Background: an optimization exercise with open tools, aiming at small area, a short achievable clock period and few clock cycles per item. Do not read the settings as production practice.
No run shown here included a check of the RTL's function; only the layout flow was run.
Power and IR drop assume default switching activity.

--- config.mk ---
export PLATFORM = sky130hd
export DESIGN_NAME = Processor
export DESIGN_NICKNAME = Processor
export VERILOG_FILES = /design/flow/design.v
export SDC_FILE = /design/flow/constraint.sdc
export NUM_CORES = 4
export LEC_CHECK = 0
export CAP_MARGIN = 20
export CORE_MARGIN = 2
export CORE_UTILIZATION = 30
export SLEW_MARGIN = 20
--- constraint.sdc ---
create_clock -name core_clock -period 11.0 [get_ports {CLOCK_50}]
set_input_delay 2.2000 -clock core_clock [delete_from_list [all_inputs] [get_ports {CLOCK_50}]]
set_output_delay 2.2000 -clock core_clock [all_outputs]
set_load 0.01 [all_outputs]
--- design.v ---
module Processor(
	input					CLOCK_50,
	input					rst,
	output	[3:0]			imem_addr,
	input	[31:0]			imem_data,
	output	reg				retire,
	output	[3:0]			flags_out,
	output	reg	[31:0]		result_out
);
reg  [3:0]   pc;			 
reg  [31:0]  ir;			 
reg  [3:0]   ir_pc;			 
reg          ir_v;			 
reg          fN, fZ, fC, fV;
reg  [31:0]  rf [0:14];		 
reg  [14:0]  rf_v;			 
reg  [31:0]  dm [0:15];		 
reg  [15:0]  dm_v;			 
reg          mbusy;			 
reg  [30:0]  mplier;		 
reg  [5:0]   mamt;			 
reg          msc;			 
assign imem_addr = pc;
assign flags_out = {fN, fZ, fC, fV};
wire [3:0] cond = ir[31:28];
wire [1:0] op   = ir[27:26];
wire       I    = ir[25];
wire [3:0] cmd  = ir[24:21];
wire       S    = ir[20];
wire [3:0] a_n  = ir[19:16];
wire [3:0] a_d  = ir[15:12];
wire [3:0] a_s  = ir[11:8];
wire [3:0] a_m  = ir[3:0];
wire is_dp  = (op == 2'b00);
wire is_ls  = (op == 2'b01);
wire is_br  = (op == 2'b10);
wire is_mul = is_dp && ir[25:21] == 5'b00000 && ir[7:4] == 4'b1001;
reg pass;
always @(*) begin
	case (cond)
	4'h0: pass = fZ;
	4'h1: pass = !fZ;
	4'h2: pass = fC;
	4'h3: pass = !fC;
	4'h4: pass = fN;
	4'h5: pass = !fN;
	4'h6: pass = fV;
	4'h7: pass = !fV;
	4'h8: pass = fC && !fZ;
	4'h9: pass = !fC || fZ;
	4'ha: pass = fC == fV;
	4'hb: pass = fC != fV;
	4'hc: pass = (fC == fV) && !fZ;
	4'hd: pass = (fC != fV) || fZ;
	default: pass = 1'b1;
	endcase
end
wire [3:0] pc_inc = ir_pc + 4'd1;
reg [31:0] vn, vm, vs, vd;
always @(*) begin
	vn = (a_n == 4'd15) ? {28'b0, pc_inc} : (rf_v[a_n] ? rf[a_n] : 32'b0);
	vm = (a_m == 4'd15) ? {28'b0, pc_inc} : (rf_v[a_m] ? rf[a_m] : 32'b0);
	vs = (a_s == 4'd15) ? {28'b0, pc_inc} : (rf_v[a_s] ? rf[a_s] : 32'b0);
	vd = (a_d == 4'd15) ? {28'b0, pc_inc} : (rf_v[a_d] ? rf[a_d] : 32'b0);
end
wire       reg_amt = is_dp && !I && ir[4];
wire [7:0] amount  = mbusy ? {2'b0, mamt} : (reg_amt ? vs[7:0] : {3'b0, ir[11:7]});
wire [1:0] sh_type = ir[6:5];
reg [31:0] sh;
reg        shc;
always @(*) begin
	sh  = vm;
	shc = fC;
	if (amount != 8'd0) begin
		case (sh_type)
		2'b00: begin
			if (amount < 8'd32) begin sh = vm << amount[4:0]; shc = vm[6'd32 - {1'b0, amount[4:0]}]; end
			else if (amount == 8'd32) begin sh = 32'b0; shc = vm[0]; end
			else begin sh = 32'b0; shc = 1'b0; end
		end
		2'b01: begin
			if (amount < 8'd32) begin sh = vm >> amount[4:0]; shc = vm[amount[4:0] - 5'd1]; end
			else if (amount == 8'd32) begin sh = 32'b0; shc = vm[31]; end
			else begin sh = 32'b0; shc = 1'b0; end
		end
		2'b10: begin
			if (amount < 8'd32) begin sh = $signed(vm) >>> amount[4:0]; shc = vm[amount[4:0] - 5'd1]; end
			else begin sh = {32{vm[31]}}; shc = vm[31]; end
		end
		2'b11: begin
			sh  = (vm >> amount[4:0]) | (vm << (6'd32 - {1'b0, amount[4:0]}));
			shc = sh[31];
		end
		endcase
	end
end
wire [3:0]  rot     = ir[11:8];
wire [63:0] imm_dbl = {24'b0, ir[7:0], 24'b0, ir[7:0]} >> {rot, 1'b0};
wire [31:0] imm_rot = imm_dbl[31:0];
wire        imm_c   = (rot != 4'd0) ? imm_rot[31] : fC;
wire mul_term = mbusy ? mplier[0] : vn[0];	 
reg [31:0] op2;
reg        sc;
always @(*) begin
	if (is_dp && I) begin op2 = imm_rot; sc = imm_c; end
	else if (is_ls && !I) begin op2 = {20'b0, ir[11:0]}; sc = shc; end
	else if (is_mul) begin op2 = mul_term ? sh : 32'b0; sc = shc; end
	else begin op2 = sh; sc = shc; end
end
wire [31:0] src1 = is_mul ? (mbusy ? result_out : 32'b0) : vn;
reg  [31:0] x, y;
reg         cin, arith;
always @(*) begin
	x = src1;
	y = op2;
	cin = 1'b0;
	arith = 1'b1;
	if (is_mul) arith = 1'b0;
	else case (cmd)
	4'h2, 4'ha: begin y = ~op2; cin = 1'b1; end
	4'h3:       begin x = op2; y = ~src1; cin = 1'b1; end
	4'h4, 4'hb: ;
	4'h5:       cin = fC;
	4'h6:       begin y = ~op2; cin = fC; end
	4'h7:       begin x = op2; y = ~src1; cin = fC; end
	default:    arith = 1'b0;
	endcase
end
wire [32:0] sum = {1'b0, x} + {1'b0, y} + {32'b0, cin};
reg [31:0] res;
always @(*) begin
	if (is_mul) res = sum[31:0];
	else case (cmd)
	4'h0, 4'h8: res = src1 & op2;
	4'h1, 4'h9: res = src1 ^ op2;
	4'hc:       res = src1 | op2;
	4'hd:       res = op2;
	4'he:       res = src1 & ~op2;
	4'hf:       res = ~op2;
	default:    res = sum[31:0];
	endcase
end
wire newN = res[31];
wire newZ = (res == 32'b0);
wire newC = arith ? sum[32] : ((is_mul && mbusy) ? msc : sc);
wire newV = arith ? ((x[31] == y[31]) && (sum[31] != x[31])) : fV;
wire mul_last = mbusy ? ((mplier[30:1] == 30'b0) || (sh == 32'b0))
                      : ((vn[31:1] == 31'b0) || (sh == 32'b0));
wire mul_more = ir_v && is_mul && pass && !mul_last;	 
wire done     = ir_v && !mul_more;						 
wire [3:0]  maddr = vn[3:0] + op2[3:0];
wire [31:0] mdata = dm_v[maddr] ? dm[maddr] : 32'b0;
wire wr_rd   = pass && ((is_dp && cmd[3:2] != 2'b10) || is_mul || (is_ls && S));
wire wr_mem  = pass && is_ls && !S;
wire wr_flag = pass && is_dp && S;
wire [31:0] wdata = is_ls ? mdata : res;
wire [3:0]  br_tgt = ir_pc + ir[3:0];
reg  [3:0]  npc;
always @(*) begin
	if (is_br) npc = pass ? br_tgt : pc_inc;
	else if (wr_rd && a_d == 4'd15) npc = wdata[3:0];
	else npc = pc_inc;
end
wire [3:0] predicted = is_br ? br_tgt : pc_inc;
wire       redirect  = done && (npc != predicted);
wire        f_br   = (imem_data[27:26] == 2'b10);
wire [3:0]  f_next = f_br ? (pc + imem_data[3:0]) : (pc + 4'd1);
always @(posedge CLOCK_50) begin
	if (rst) begin
		pc     <= 4'd0;
		ir_v   <= 1'b0;
		retire <= 1'b0;
		mbusy  <= 1'b0;
		fN <= 1'b0; fZ <= 1'b0; fC <= 1'b0; fV <= 1'b0;
		rf_v   <= 15'b0;
		dm_v   <= 16'b0;
	end
	else begin
		retire <= done;
		if (!ir_v || done) begin
			if (redirect) begin
				pc   <= npc;
				ir_v <= 1'b0;
			end
			else begin
				pc    <= f_next;
				ir    <= imem_data;
				ir_pc <= pc;
				ir_v  <= 1'b1;
			end
		end
		if (done) begin
			if (wr_flag) begin fN <= newN; fZ <= newZ; fC <= newC; fV <= newV; end
			if (wr_rd && a_d != 4'd15) rf_v[a_d] <= 1'b1;
			if (wr_mem) dm_v[maddr] <= 1'b1;
			mbusy <= 1'b0;
		end
		else if (mul_more) begin
			mbusy <= 1'b1;
		end
	end
end
always @(posedge CLOCK_50) begin
	if (!rst && done) begin
		if (wr_rd && a_d != 4'd15) rf[a_d] <= wdata;
		if (wr_mem) dm[maddr] <= vd;
	end
end
always @(posedge CLOCK_50) begin
	if (done) begin
		if (is_br) result_out <= {28'b0, npc};
		else if (wr_rd) result_out <= (a_d == 4'd15) ? {28'b0, wdata[3:0]} : wdata;
		else result_out <= vd;
	end
	else if (mul_more) begin
		result_out <= sum[31:0];	 
	end
end
always @(posedge CLOCK_50) begin
	if (mul_more) begin
		mplier <= mbusy ? {1'b0, mplier[30:1]} : vn[31:1];
		mamt   <= amount[5:0] + 6'd1;
		if (!mbusy) msc <= shc;
	end
end
endmodule
--- run.sh ---
#!/bin/bash
# synth_recipe.tcl (not shown) runs the flow's synth.tcl, then flattens the netlist and writes it again
# the make line also repeats each setting of config.mk as NAME=value (left out here)
make -C /OpenROAD-flow-scripts/flow DESIGN_CONFIG=/design/flow/config.mk WORK_HOME=/design/flow/orfs CLKGATE_MAP_FILE= SYNTH_SCRIPT=/design/flow/synth_recipe.tcl finish
==> results of run 1 <==
==> stage by stage <==
stage	std cells	area [um^2]	power [mW]	hold WS [ps]	worst slack (ps)
after floorplan	5322	68510	14.32	420.4	15.27
after global placement	8351	74880	20.27	441.6	630.1
after detailed placement	8351	74900	20.25	450.1	915.1
after CTS	8571	78910	24.44	464.1	854.7
after global routing	8575	78960	25.48	481.2	96.52
final	8580	78970	24.75	462.2	534.5
==> per-layer routing <==
metal  vias up  wire [um]
li1      21800          -
met1     27510     114100
met2      3556     134700
met3       822      30300
met4        10      23540
met5         -         57
==> power groups by stage <==
| stage | clock [mW] | sequential (mW) | combinational, mW |
|---|---|---|---|
| after floorplan | 0 | 5.85 | 8.47 |
| after global placement | 0 | 6.27 | 14.0 |
| after detailed placement | 0 | 6.27 | 14.0 |
| after CTS | 4.22 | 6.18 | 14.0 |
| after global routing | 4.39 | 6.21 | 14.9 |
| final | 4.17 | 6.19 | 14.4 |
==> worst register-to-register path: cells and delay by family, from the launching register on <==
family,cells,cell delay (ps)
compound gates,20,4910
xor+xnor,1,140
fa+ha+maj,2,940
buf+inv,4,950
flops,1,750
mux,1,520
simple gates,9,1910
==> logic make-up (layout without fill, tap and decap cells) <==
family	count (synthesis)	count (layout)
adders and majority gates	92	92
AOI/OAI and AO/OA	1337	1337
and+or+nand+nor	1344	1344
xor gates and xnor gates	63	63
muxes	822	822
buffers and inverters	508	751
DFF	1156	1156
other	0	6
==> how the worst min path moves through the flow <==
stage,from,end,slack [ps],cells after the start
after floorplan,dm_v[0],dm_v[0],420,2
after global placement,dm_v[8],dm_v[8],440,1
after global routing,dm_v[3],dm_v[3],480,2
after CTS,dm_v[2],dm_v[2],460,2
final,dm_v[2],dm_v[2],460,2
after detailed placement,dm_v[2],dm_v[2],450,2
==> cell usage after synthesis, drive strengths merged, types with 51 or more instances <==
cell type,number,area share
inv,79,0.0043
mux2i,222,0.033
a211oi,139,0.015
mux4,550,0.18
nor2b,54,0.0049
a21oi,261,0.019
ha,87,0.016
nand2,413,0.023
edfxtp,1098,0.48
nand3,91,0.0067
a22oi,77,0.0085
clkbuf,281,0.016
o22ai,72,0.0066
buf,144,0.012
nor3,146,0.011
dfxtp,58,0.017
o21ai,337,0.025
nand2b,64,0.0058
a31oi,51,0.0047
nor2,341,0.019
==> layout by cell type (no fill, tap or decap), drive strengths merged, types with 77 or more instances in the layout <==
master and n:
buf 376, nand2 413, nor3 146, nand3 91
a21oi 261, nor2 341, mux2i 222, a22oi 77
mux4 550, a211oi 139, clkbuf 145, ha 87
o21ai 337, edfxtp 1098, inv 81
==> registers in the layout, summed over array words and instances (netlist names), 4 cells and up, named ones only <==
signal,count
dm,512
rf,480
ir,32
result_out,32
mplier,31
dm_v,16
rf_v,15
mamt,6
ir_pc,4
pc,4
==> layout make-up <==
class	instances	area share
sequential	1156	0.4328
multi-input combinational	3658	0.4145
timing repair buffer	451	0.05019
tap	3009	0.04767
clock buffer	143	0.03883
clock inverter	77	0.01201
inverter	80	0.003802
antenna	6	0.0001901
==> impl_metrics.py, run 1 <==
metrics = {
    "outcome": {
        "status": "finished clean",
    },
    "cts": {
        "root_buffer": "clkbuf_16",
        "path_clk_slew_ps": 70,
        "cts_setup_buffers": 0,
        "cts_tree": "yes",
        "cts_made_buffers": 117,
        "clock-sinks": 1156,
        "cts.htree.levels": 3,
        "clock_path_buffers": 3,
        "clock_latency_ps": 840,
        "hold_buffers": 0,
        "cts_resized": 0,
    },
    "floorplan": {
        "die_height_um": 481.9,
        "core_area_um2": 227300,
        "dieArea_um2": 232200,
        "die-width_um": 481.9,
        "fp-row-count": 175,
        "ios": 75,
        "start_util": 0.3014,
    },
    "synthesis": {
        "synth.avg_cell_area_um2": 12.87,
        "ys_ff_latch": 1156,
        "synth_compound_area_frac": 0.1291,
        "synthXorXnorAreaFrac": 0.008164,
        "syn-cell-area_um2": 68510,
        "async_reset_ff_frac": 0,
        "synth_adder_area_share": 0.01735,
        "synth.distinct_cells": 114,
        "synth.area.mux_share": 0.2220,
        "synth_fp_nets": 5448,
        "synth_top_family_by_area": "multiplexers",
        "ys_seq_area_frac": 0.4982,
        "ys.flop_type": "edfxtp_1",
        "synth_simple_gate_area_frac": 0.09273,
        "synth_cells": 5322,
        "ys_warn_count": 1,
        "synth-edff-count": 1098,
    },
    "critical_path": {
        "path_common_cell": "o21ai_0",
        "start_kind": "flop",
        "cp.required_ps": 11460,
        "rr_worst_depth": 37,
        "crit_path_max_fanout": 25,
        "cp-endpoint": "rf[7][30]",
        "r2r_slack_ps": 530,
        "cpPeakStageDelay_ps": 790,
        "cp_data_arrival_time_ps": 10930,
        "cp-end-kind": "flop",
        "cp_top_family": "compound AO/OA/AOI/OAI gates",
        "critical_path_class": "reg2reg",
        "worst-path-buf-inv": 4,
        "r2r_end": "rf[7][30]",
        "worst-path-stages": 37,
        "cp_slowest_cell": "or2_0",
    },
    "cells_and_area": {
        "syn2layout_area_growth_pct": 15.28,
        "fillers": 22000,
        "nNetsFinal": 5590,
        "utilization": 0.3475,
        "multiInputGateArea_um2": 32740,
        "drive_above_1_share": 0.2345,
        "seq_area_um2": 34180,
    },
    "global_route": {
        "grtUsageMet1": 0.3251,
        "antenna_found_initial": 17,
        "grt_overflow": 0,
        "grt_max_degree": 92,
        "grt_pass1_vias": 51450,
        "grt_pass1_wl_mm": 416.3,
        "use_met3": 0.05459,
        "use_met2": 0.3910,
        "grt-busiest-layer": "met2",
        "grtUsageTotal": 0.2542,
    },
    "flow_run": {
        "max_cap_violations": 0,
    },
    "timing": {
        "period_minus_slack_ps": 10470,
        "relSlewSlack": 0.1325,
        "worstMarginPinSlew_ps": 1292,
        "hold_violations": 0,
        "fin_worst_skew_ps": 133.9,
        "setup_viol": 0,
        "period_share": 0.9514,
        "rsz0062_at_grt": "false",
        "fmaxAchievable_mhz": 95.55,
        "fin_tns_setup_ps": 0,
        "slew_violations": 0,
    },
    "route": {
        "first_iter_violations": 7953,
        "route.detailed.drc": 0,
        "wirelength_mm": 302.7,
        "wl_per_cell_um": 35.28,
        "via_per_inst": 6.258,
        "ant_nets": 0,
        "vias": 53700,
        "firstDrtPassIters": 6,
    },
    "power_and_ir_drop": {
        "power.internal_mw": 13.22,
        "p_leak_nw": 26.46,
        "peakVddDrop_uv": 191.4,
        "p_seq_frac": 0.250,
        "powerDensity_nw_per_um2": 313.4,
        "p_comb_frac": 0.581,
        "p_sw_mw": 11.53,
        "p_sw_frac": 0.4659,
        "clock_power_share": 0.168,
    },
    "hold_path": {
        "hold_class": "reg2reg",
    },
    "placed_design": {
        "io_buffers": 74,
        "hpwl_mm": 214.8,
        "gp_congestion": 1.017,
    },
}
==> run 2, diff against run 1 <==
--- a/design.v
+++ b/design.v
@@ -13,2 +13,5 @@
 reg          ir_v;			 
+reg  [31:0]  opn, opm, opd;	 
+reg  [7:0]   ops;
+reg          fwn, fwm, fws, fwd;	 
 reg          fN, fZ, fC, fV;
@@ -58,9 +61,19 @@
 wire [3:0] pc_inc = ir_pc + 4'd1;
-reg [31:0] vn, vm, vs, vd;
-always @(*) begin
-	vn = (a_n == 4'd15) ? {28'b0, pc_inc} : (rf_v[a_n] ? rf[a_n] : 32'b0);
-	vm = (a_m == 4'd15) ? {28'b0, pc_inc} : (rf_v[a_m] ? rf[a_m] : 32'b0);
-	vs = (a_s == 4'd15) ? {28'b0, pc_inc} : (rf_v[a_s] ? rf[a_s] : 32'b0);
-	vd = (a_d == 4'd15) ? {28'b0, pc_inc} : (rf_v[a_d] ? rf[a_d] : 32'b0);
-end
+wire [3:0] f_n = imem_data[19:16];
+wire [3:0] f_m = imem_data[3:0];
+wire [3:0] f_s = imem_data[11:8];
+wire [3:0] f_d = imem_data[15:12];
+wire [3:0] f_pc_inc = pc + 4'd1;
+reg [31:0] rn_f, rm_f, rd_f;
+reg [7:0]  rs_f;
+always @(*) begin
+	rn_f = (f_n == 4'd15) ? {28'b0, f_pc_inc} : (rf_v[f_n] ? rf[f_n] : 32'b0);
+	rm_f = (f_m == 4'd15) ? {28'b0, f_pc_inc} : (rf_v[f_m] ? rf[f_m] : 32'b0);
+	rs_f = (f_s == 4'd15) ? {4'b0, f_pc_inc} : (rf_v[f_s] ? rf[f_s][7:0] : 8'b0);
+	rd_f = (f_d == 4'd15) ? {28'b0, f_pc_inc} : (rf_v[f_d] ? rf[f_d] : 32'b0);
+end
+wire [31:0] vn = fwn ? result_out : opn;
+wire [31:0] vm = fwm ? result_out : opm;
+wire [7:0]  vs = fws ? result_out[7:0] : ops;
+wire [31:0] vd = fwd ? result_out : opd;
 wire       reg_amt = is_dp && !I && ir[4];
@@ -156,2 +169,3 @@
 wire [31:0] wdata = is_ls ? mdata : res;
+wire        wr_reg = done && wr_rd && a_d != 4'd15;	 
 wire [3:0]  br_tgt = ir_pc + ir[3:0];
@@ -189,2 +203,10 @@
 				ir_v  <= 1'b1;
+				opn   <= rn_f;
+				opm   <= rm_f;
+				ops   <= rs_f;
+				opd   <= rd_f;
+				fwn   <= wr_reg && (f_n == a_d);
+				fwm   <= wr_reg && (f_m == a_d);
+				fws   <= wr_reg && (f_s == a_d);
+				fwd   <= wr_reg && (f_d == a_d);
 			end
@@ -199,2 +221,4 @@
 			mbusy <= 1'b1;
+			opm <= vm;
+			fwm <= 1'b0;
 		end
--- a/config.mk
+++ b/config.mk
@@ -9,3 +9,4 @@
 export CORE_MARGIN = 2
-export CORE_UTILIZATION = 30
+export CORE_UTILIZATION = 40
+export SETUP_SLACK_MARGIN = 3
 export SLEW_MARGIN = 20
==> run 2 against run 1 <==
Against the previous run:
- still clean on timing, DRC and antenna
- first-iteration DRC count up 14%
- area after synthesis is 8.7% higher
- via count increased by 13%
- fmax increased by 31%
- total power is 24% lower
- synthesized cell count rose by 9.6%
- register-to-register slack better by 2500 ps
- count of clock-buffer cells in the layout grew 21
- critical path depth is 9 lower
- non-clock buffer count increased by 49
- largest power group unchanged
==> impl_metrics.py, run 2 <==
metrics = {
    "floorplan": {
        "die-width_um": 435.4,
        "die_height_um": 435.4,
        "dieArea_um2": 189600,
        "core_area_um2": 185200,
        "fp-row-count": 158,
        "ios": 75,
        "start_util": 0.4019,
    },
    "critical_path": {
        "start_kind": "flop",
        "path_common_cell": "buf_4",
        "timing.critical_path.from": "ir[27]",
        "cp.required_ps": 11490,
        "worst-path-buf-inv": 6,
        "cp_top_family": "simple AND/OR/NAND/NOR gates",
        "cpPeakStageDelay_ps": 650,
        "r2r_start": "ir[27]",
        "rr_worst_depth": 28,
        "worst-path-stages": 28,
        "cp-end-kind": "flop",
        "cp_slowest_cell": "nor3_1",
        "r2r_end": "ops[6]",
        "critical_path_class": "reg2reg",
        "cp-endpoint": "ops[6]",
        "cp_data_arrival_time_ps": 8490,
        "r2r_slack_ps": 2990,
        "crit_path_max_fanout": 20,
    },
    "route": {
        "ant_nets": 0,
        "route.detailed.drc": 0,
        "first_iter_violations": 9050,
        "wirelength_mm": 341.7,
        "vias": 60880,
        "wl_per_cell_um": 39.80,
        "firstDrtPassIters": 7,
        "via_per_inst": 7.092,
    },
    "global_route": {
        "grtUsageTotal": 0.3495,
        "grt_pass1_wl_mm": 466.2,
        "grt_pass1_vias": 56800,
        "grt_overflow": 0,
        "antenna_found_initial": 26,
        "grt_max_degree": 123,
    },
    "timing": {
        "period_minus_slack_ps": 8006,
        "hold_violations": 0,
        "fin_ws_ps": 2994,
        "relSlewSlack": 0.07058,
        "worstMarginPinSlew_ps": 1385,
        "slew_violations": 0,
        "fin_worst_skew_ps": 39.79,
        "rsz0062_at_grt": "true",
        "fin_hold_ws_ps": 469.8,
        "setup_viol": 0,
        "period_share": 0.7278,
        "fmaxAchievable_mhz": 124.9,
        "fin_tns_setup_ps": 0,
    },
    "cells_and_area": {
        "syn2layout_area_growth_pct": 16.93,
        "fillers": 16320,
        "largest_register_ff_count": 512,
        "top_register": "dm",
        "nNetsFinal": 6107,
        "top_regs": "dm: 512 flops, rf: 480 flops",
        "multiInputGateArea_um2": 37220,
        "mostFrequentLayoutCell": "edfxtp_1",
        "drive_above_1_share": 0.2690,
        "final_area_um2": 87060,
        "utilization": 0.4700,
        "seq_area_um2": 36940,
        "mostFrequentLayoutCells": "edfxtp_1 (1202), mux4_2 (559), nand2_1 (417)",
    },
    "cts": {
        "path_clk_slew_ps": 60,
        "clock-sinks": 1244,
        "root_buffer": "clkbuf_16",
        "clock_path_buffers": 3,
        "cts_made_buffers": 134,
        "cts_tree": "yes",
        "cts.htree.levels": 4,
        "hold_buffers": 0,
        "clock_latency_ps": 810,
    },
    "synthesis": {
        "ys_top_cells_by_count": "edfxtp_1 (1202), mux4_2 (559), nand2_1 (426)",
        "ys_warn_count": 1,
        "ys_ff_latch": 1244,
        "synth.most_common_cell": "edfxtp_1",
        "synth-edff-count": 1202,
        "synth.avg_cell_area_um2": 12.76,
        "synth_area_leader_cell": "edfxtp_1",
        "synth.distinct_cells": 103,
        "syn-cell-area_um2": 74450,
        "ys_seq_area_frac": 0.4961,
        "synth_fp_nets": 5958,
        "netlist.area_leader.share": 0.4848,
        "ys.flop_type": "edfxtp_1",
        "async_reset_ff_frac": 0,
        "synth.area.top_cells": "edfxtp_1 (48%), mux4_2 (17%), mux2i_1 (4.1%), o21ai_0 (2.3%), nand2_1 (2.1%)",
        "synth_cells": 5834,
    },
    "placed_design": {
        "hpwl_mm": 230.5,
        "io_buffers": 74,
        "pre_cts_slack_ps": 929.7,
        "placed_cell_area_um2": 79640,
        "gp_congestion": 1.078,
    },
    "power_and_ir_drop": {
        "powerDensity_nw_per_um2": 216.0,
        "power.internal_mw": 11.33,
        "p_comb_frac": 0.424,
        "p_leak_nw": 28.83,
        "peakVddDrop_uv": 142.5,
        "p_sw_mw": 7.476,
        "clock_power_share": 0.253,
        "p_sw_frac": 0.3976,
        "p_seq_frac": 0.322,
    },
    "flow_run": {
        "max_cap_violations": 0,
    },
    "hold_path": {
        "hold_class": "reg2reg",
    },
    "outcome": {
        "status": "finished clean",
    },
}
run 2: changes by cell type in the layout (fill, tap and decap cells not counted), sizes merged, moves of 20 or more:
cell    previous run  this run
edfxtp          1098      1202
o22ai             72       166
mux2i            222       304
buf              376       430
o211ai            50       101
nand2b            64        24
mux2              50        89
nor2b             54        89
o32ai              8        43
o21ai            337       365
clkbuf           145       172
or2               40        13
a22o              28        48
and2              37        17
run 2: cell type report:
class                      count  share of cell area
clock buffer                 164             0.04054
sequential                  1244              0.4244
timing repair buffer         500             0.05562
tap                         2480             0.03564
multi-input combinational   4021              0.4276
inverter                      82            0.003564
antenna                       12           0.0003449
clock inverter                82             0.01236
run 2: power by group through the flow:
stage / clock [mW] / sequential, mW / combinational (mW)
5_1_grt: 5.00 / 6.05 / 8.16
4_1_cts: 4.82 / 6.04 / 7.50
6_report: 4.76 / 6.06 / 7.98
3_3_place_gp: 0 / 6.14 / 7.26
2_1_floorplan: 0 / 6.07 / 4.04
3_5_place_dp: 0 / 6.15 / 7.25
run 2: worst min-delay path by stage:
stage | startpoint | end | depth (start not counted)
global placement | dm_v[8] | dm_v[8] | 2
CTS | dm_v[8] | dm_v[8] | 2
detailed placement | dm_v[8] | dm_v[8] | 2
floorplan | dm_v[0] | dm_v[0] | 1
finish | dm_v[9] | dm_v[9] | 2
global route | dm_v[12] | dm_v[12] | 2
run 2: repair_timing:
| action | in CTS | in global routing |
|---|---|---|
| resized for setup | 171 | 170 |
| setup endpoints to repair | 1726 | 1176 |
| pin swaps | 21 | 35 |
| buffers inserted | 59 | 34 |
| gates cloned | 13 | 9 |
run 2: per-layer routing:
layer	up-vias	share of wire	track usage	wire (um)
met1	31000	0.37	0.4587	127300
met3	1147	0.12	0.09292	40070
li1	24130	-	-	-
met5	-	0.00048	0	163
met2	4576	0.43	0.5175	148100
met4	26	0.076	0.2138	26110
run 2: worst register-to-register path, delay by kind of cell, from the launching register on:
family	cells	cell delay, ps
DFF	1	440
adders and majority gates	1	340
and+or+nand+nor	11	3510
buffers and inverters	6	1100
muxes	2	610
xor gates and xnor gates	1	160
AOI/OAI and AO/OA	7	1530
run 2: logic make-up after synthesis:
group           Yosys count  synth area share
compound gates         1578            0.1421
flops                  1244            0.4961
fa+ha+maj                92           0.01590
buf+inv                 578           0.03128
xor+xnor                 77          0.009058
simple gates           1313           0.08210
mux                     952            0.2234
run 2: per-stage QoR:
step / power [mW] / std cells
finish: 18.80 / 8585
global route: 19.21 / 8574
CTS: 18.36 / 8530
detailed placement: 13.40 / 8212
global placement: 13.41 / 8212
floorplan: 10.12 / 5834

==> what the ideal ports hide <==
No port has a modelled driver above. Below, the same layouts with a new extraction and two added sets of constraints.
Step 1 sets driving cells, clkbuf_16 on the clock port and buf_2 on the other inputs (assumed; they add their load-dependent delay and slew).
Step 2 times the ports against the registers' clock, not the clock port: input delays grow and output delays shrink by t, the midpoint of the rising clock arrivals with the driver on.
Slacks: ideal ports / drivers / drivers and shift; pairs: ideal ports / drivers.
| run | t (ns) | setup slack, ns | worst data-port slew with drivers (ns) |
|---|---|---|---|
| run 1 | 0.861 | 0.534 / 0.534 / 0.534 | 0.10 |
| run 2 | 0.876 | 2.994 / 2.994 / 2.994 | 0.10 |
After both steps every run listed still meets setup and hold.
